Source: an optimization exercise on an open RTL-to-GDS flow (aim: small area and a short achievable clock period). Production flows keep margins and buffers that such runs may drop.
Where RTL was checked, it was by simulation tests only, not by an equivalence proof against the original.
Power and IR drop assume default switching activity.

==> module FIFO, before the edit <==
module FIFO (clk,rst,en,wdata,wr_rd,rdata,valid,full,empty);
  input clk;
  input rst;
  input en;
  input wr_rd;
  input [7:0] wdata;
  output reg [7:0] rdata;
  output valid;
  output reg full;
  output reg empty;
  reg [7:0] mem[0:127];
  reg [6:0] head;
  wire wr = en & wr_rd & ~full;
  wire rd = en & ~wr_rd & ~empty;
  assign valid = en & ~wr_rd;
  integer i;
  always @(posedge clk) begin
    if (wr) begin
      mem[0] <= wdata;
      for (i = 1; i < 128; i = i + 1) mem[i] <= mem[i-1];
    end
  end
  always @(posedge clk) begin
    if (rst) begin
      head  <= 7'd127;
      full  <= 1'b0;
      empty <= 1'b1;
      rdata <= 8'd0;
    end else if (wr) begin
      head  <= head + 7'd1;
      empty <= 1'b0;
      full  <= (head == 7'd126);
    end else if (rd) begin
      head  <= head - 7'd1;
      full  <= 1'b0;
      empty <= (head == 7'd0);
      rdata <= mem[head];
    end
  end
endmodule
Settings: LEC_CHECK=0, CAP_MARGIN=20, CORE_MARGIN=2, CORE_UTILIZATION=40, SLEW_MARGIN=20; clock period 3.5 ns.
run.sh (not shown) runs the stock make flow with config.mk's settings and CLKGATE_MAP_FILE= SYNTH_SCRIPT=/design/flow/synth_recipe.tcl, a recipe that flattens the netlist after the stock synthesis.
The starting point ran to the end with violations: negative setup slack.
Then changed:
==> flow/design.v (replaced) <==
module FIFO (clk,rst,en,wdata,wr_rd,rdata,valid,full,empty);
  input clk;
  input rst;
  input en;
  input wr_rd;
  input [7:0] wdata;
  output reg [7:0] rdata;
  output valid;
  output full;
  output empty;
  reg [7:0] mem[0:127];
  reg [6:0] wr_adress;
  reg [6:0] rd_adress;
  reg [7:0] status_counter;
  assign full= (status_counter==128);
  assign empty= (status_counter==0);
  assign valid =en & (!wr_rd);
  always @ (posedge clk) begin 
    if (rst) wr_adress<=0;
    else begin 
      if (en && wr_rd && !full) begin 
        mem[wr_adress]<=wdata;
        wr_adress<=wr_adress+1;
      end
    end
  end
  always @ (posedge clk) begin 
    if (rst) begin 
      rd_adress<=0;
      rdata<=0;
    end
    else begin 
      if (en && !wr_rd && !empty) begin 
        rdata<=mem[rd_adress];
        rd_adress<=rd_adress+1;
      end
    end
  end
  always @ (posedge clk) begin 
    if (rst) status_counter<=0;
    else begin 
      if (en && wr_rd && !full) status_counter<=status_counter+1;
      if (en && !wr_rd && !empty) status_counter<=status_counter-1;
    end
  end
endmodule
Outcome:
- This time the run ran to the end with no violations
- clock power barely changes
- worst hold slack stays flat
- global-route usage shrinks by 22 points
- clock-buffer cell count goes down by 4
- utilization falls by 3.0 points
- clock skew stays flat
- die area went up by 6.4%
- combinational power went down by about 6%
- routed wire length fell by 50%
- via count decreases by 25%
- critical path depth went down by 9
- worst setup slack improves by 0.24 ns
- sequential share of layout area rose by 0.25 points
- flip-flop and latch count is higher by 13
For the first run of this note, only the layout was checked, not whether the RTL still works.

========
Another version of the RTL of FIFO (not shown whole).
For scale: roughly 23 I/O pins, roughly 39000 µm² of cells after synthesis.
==> module FIFO, before the edit <==
module FIFO (clk,rst,en,wdata,wr_rd,rdata,valid,full,empty);
  input clk;
  input rst;
  input en;
  input wr_rd;
  input [7:0] wdata;
  output reg [7:0] rdata;
  output valid;
  output reg full;
  output reg empty;
  reg [7:0] mem[0:127];
  reg [7:0]  lo[0:3];   
  reg [15:0] hi;        
  reg  [7:0] fullc;    
  wire wr = en & wr_rd & ~full;
  wire [7:0] wrb = {8{en & wr_rd}} & ~fullc;   
  wire rd = en & ~wr_rd & ~empty;
  assign valid = en & ~wr_rd;
  integer i, b;
  always @(posedge clk) begin
    for (b = 0; b < 8; b = b + 1)
      if (wrb[b]) begin
        mem[0][b] <= wdata[b];
        for (i = 1; i < 128; i = i + 1) mem[i][b] <= mem[i-1][b];
      end
  end
  reg [7:0] grp[0:15];
  reg [7:0] q;
  integer g, k;
  always @* begin
    for (g = 0; g < 16; g = g + 1) begin
      grp[g] = 8'd0;
      for (k = 0; k < 8; k = k + 1)
        grp[g] = grp[g] | (mem[8*g+k] & {{2{lo[3][k]}}, {2{lo[2][k]}}, {2{lo[1][k]}}, {2{lo[0][k]}}});
    end
    q = 8'd0;
    for (g = 0; g < 16; g = g + 1)
      q = q | (grp[g] & {8{hi[g]}});
  end
  integer c;
  always @(posedge clk) begin
    if (rst) begin
      for (c = 0; c < 4; c = c + 1) lo[c] <= 8'h80;
      hi    <= 16'h8000;
      full  <= 1'b0;
      fullc <= 8'd0;
      empty <= 1'b1;
      rdata <= 8'd0;
    end else if (wr) begin
      for (c = 0; c < 4; c = c + 1) lo[c] <= {lo[c][6:0], lo[c][7]};
      if (lo[0][7]) hi <= {hi[14:0], hi[15]};
      empty <= 1'b0;
      full  <= lo[0][6] & hi[15];
      for (c = 0; c < 8; c = c + 1) fullc[c] <= lo[c/2][6] & hi[15];
    end else if (rd) begin
      for (c = 0; c < 4; c = c + 1) lo[c] <= {lo[c][0], lo[c][7:1]};
      if (lo[0][0]) hi <= {hi[0], hi[15:1]};
      full  <= 1'b0;
      fullc <= 8'd0;
      empty <= lo[0][0] & hi[0];
      rdata <= q;
    end
  end
endmodule
==> flow/config.mk <==
export PLATFORM = sky130hd
export DESIGN_NAME = FIFO
export DESIGN_NICKNAME = FIFO
export VERILOG_FILES = /design/flow/design.v
export SDC_FILE = /design/flow/constraint.sdc
export NUM_CORES = 4
export LEC_CHECK = 0
export CAP_MARGIN = 20
export CORE_MARGIN = 2
export CORE_UTILIZATION = 65
export SETUP_SLACK_MARGIN = 1.6
export SLEW_MARGIN = 20
==> flow/constraint.sdc <==
create_clock -name core_clock -period 3.5 [get_ports {clk}]
set_input_delay 0.7000 -clock core_clock [delete_from_list [all_inputs] [get_ports {clk}]]
set_output_delay 0.7000 -clock core_clock [all_outputs]
set_load 0.01 [all_outputs]
standard.sh (not shown) runs the stock make flow with config.mk's settings and CLKGATE_MAP_FILE= SYNTH_SCRIPT=/design/flow/synth_recipe.tcl, a recipe that flattens the netlist after the stock synthesis.
==> flow/flow/run.sh <==
#!/bin/bash
set -euo pipefail
export CTS_ARGS="-sink_clustering_enable -repair_clock_nets -dont_use_dummy_load -sink_clustering_size 24 -sink_clustering_max_diameter 80"
bash standard.sh finish > standard_flow.log 2>&1
==> next run, changes <==
==> flow/design.v (replaced) <==
module FIFO (clk,rst,en,wdata,wr_rd,rdata,valid,full,empty);
  input clk;
  input rst;
  input en;
  input wr_rd;
  input [7:0] wdata;
  output reg [7:0] rdata;
  output valid;
  output reg full;
  output reg empty;
  reg [7:0] mem[0:127];
  reg [7:0]  lo[0:7];   
  reg [15:0] hi;        
  wire wr = en & wr_rd & ~full;
  wire rd = en & ~wr_rd & ~empty;
  assign valid = en & ~wr_rd;
  integer i;
  always @(posedge clk) begin
    if (wr) begin
      mem[0] <= wdata;
      for (i = 1; i < 128; i = i + 1) mem[i] <= mem[i-1];
    end
  end
  reg [7:0] grp[0:15];
  reg [7:0] q;
  integer g, k;
  always @* begin
    for (g = 0; g < 16; g = g + 1) begin
      grp[g] = 8'd0;
      for (k = 0; k < 8; k = k + 1)
        grp[g] = grp[g] | (mem[8*g+k] & {lo[7][k], lo[6][k], lo[5][k], lo[4][k], lo[3][k], lo[2][k], lo[1][k], lo[0][k]});
    end
    q = 8'd0;
    for (g = 0; g < 16; g = g + 1)
      q = q | (grp[g] & {8{hi[g]}});
  end
  integer c;
  always @(posedge clk) begin
    if (rst) begin
      for (c = 0; c < 8; c = c + 1) lo[c] <= 8'h80;
      hi    <= 16'h8000;
      full  <= 1'b0;
      empty <= 1'b1;
      rdata <= 8'd0;
    end else if (wr) begin
      for (c = 0; c < 8; c = c + 1) lo[c] <= {lo[c][6:0], lo[c][7]};
      if (lo[0][7]) hi <= {hi[14:0], hi[15]};
      empty <= 1'b0;
      full  <= lo[0][6] & hi[15];
    end else if (rd) begin
      for (c = 0; c < 8; c = c + 1) lo[c] <= {lo[c][0], lo[c][7:1]};
      if (lo[0][0]) hi <= {hi[0], hi[15:1]};
      full  <= 1'b0;
      empty <= lo[0][0] & hi[0];
      rdata <= q;
    end
  end
endmodule
After rerunning: Non-clock buffer count came out lower by 94. Total power came out higher by 2.2%. Worst hold slack gets better by 0.0085 ns. Wire length came out lower by 2.8%. Count of clock-buffer cells in the layout came out higher by 1. Global-route usage came out lower by 1.3 points.
Function was not checked in any run of this note: the RTL went through the layout flow alone.

-- afterwards: timing with drivers on the ports --
The flow's constraints put no driver on any port. The routed layouts listed below were extracted and timed again, unchanged, in two steps.
Step 1: set_driving_cell puts a clkbuf_16 on clk and a buf_2 on each other input, an assumption about the parent block.
Step 2 also shifts input and output timing later by t, the mid clock arrival at the registers, as if the neighbouring blocks saw the same clock.
a / b / c = ideal / step 1 / step 2; a / b = the first two.
run	shift t [ns]	setup slack, ns	latest minus earliest clock arrival (ns)	worst data-port slew with drivers (ns)	pins driven straight from the clock port
the first run of note 1	0.793	-0.024 / -0.024 / -0.024	0.030 / 0.030	0.05	1
the second run of note 1	0.736	0.216 / 0.151 / 0.060	0.027 / 0.027	0.06	1
the first run of note 2	0.690	1.598 / 1.579 / 1.002	0.033 / 0.033	0.03	1
the second run of note 2	0.682	1.592 / 1.588 / 1.084	0.036 / 0.036	0.07	1
For the first run of note 2, which loses most, drivers alone change the setup slack by -0.019 ns; drivers and shift together by -0.596 ns.
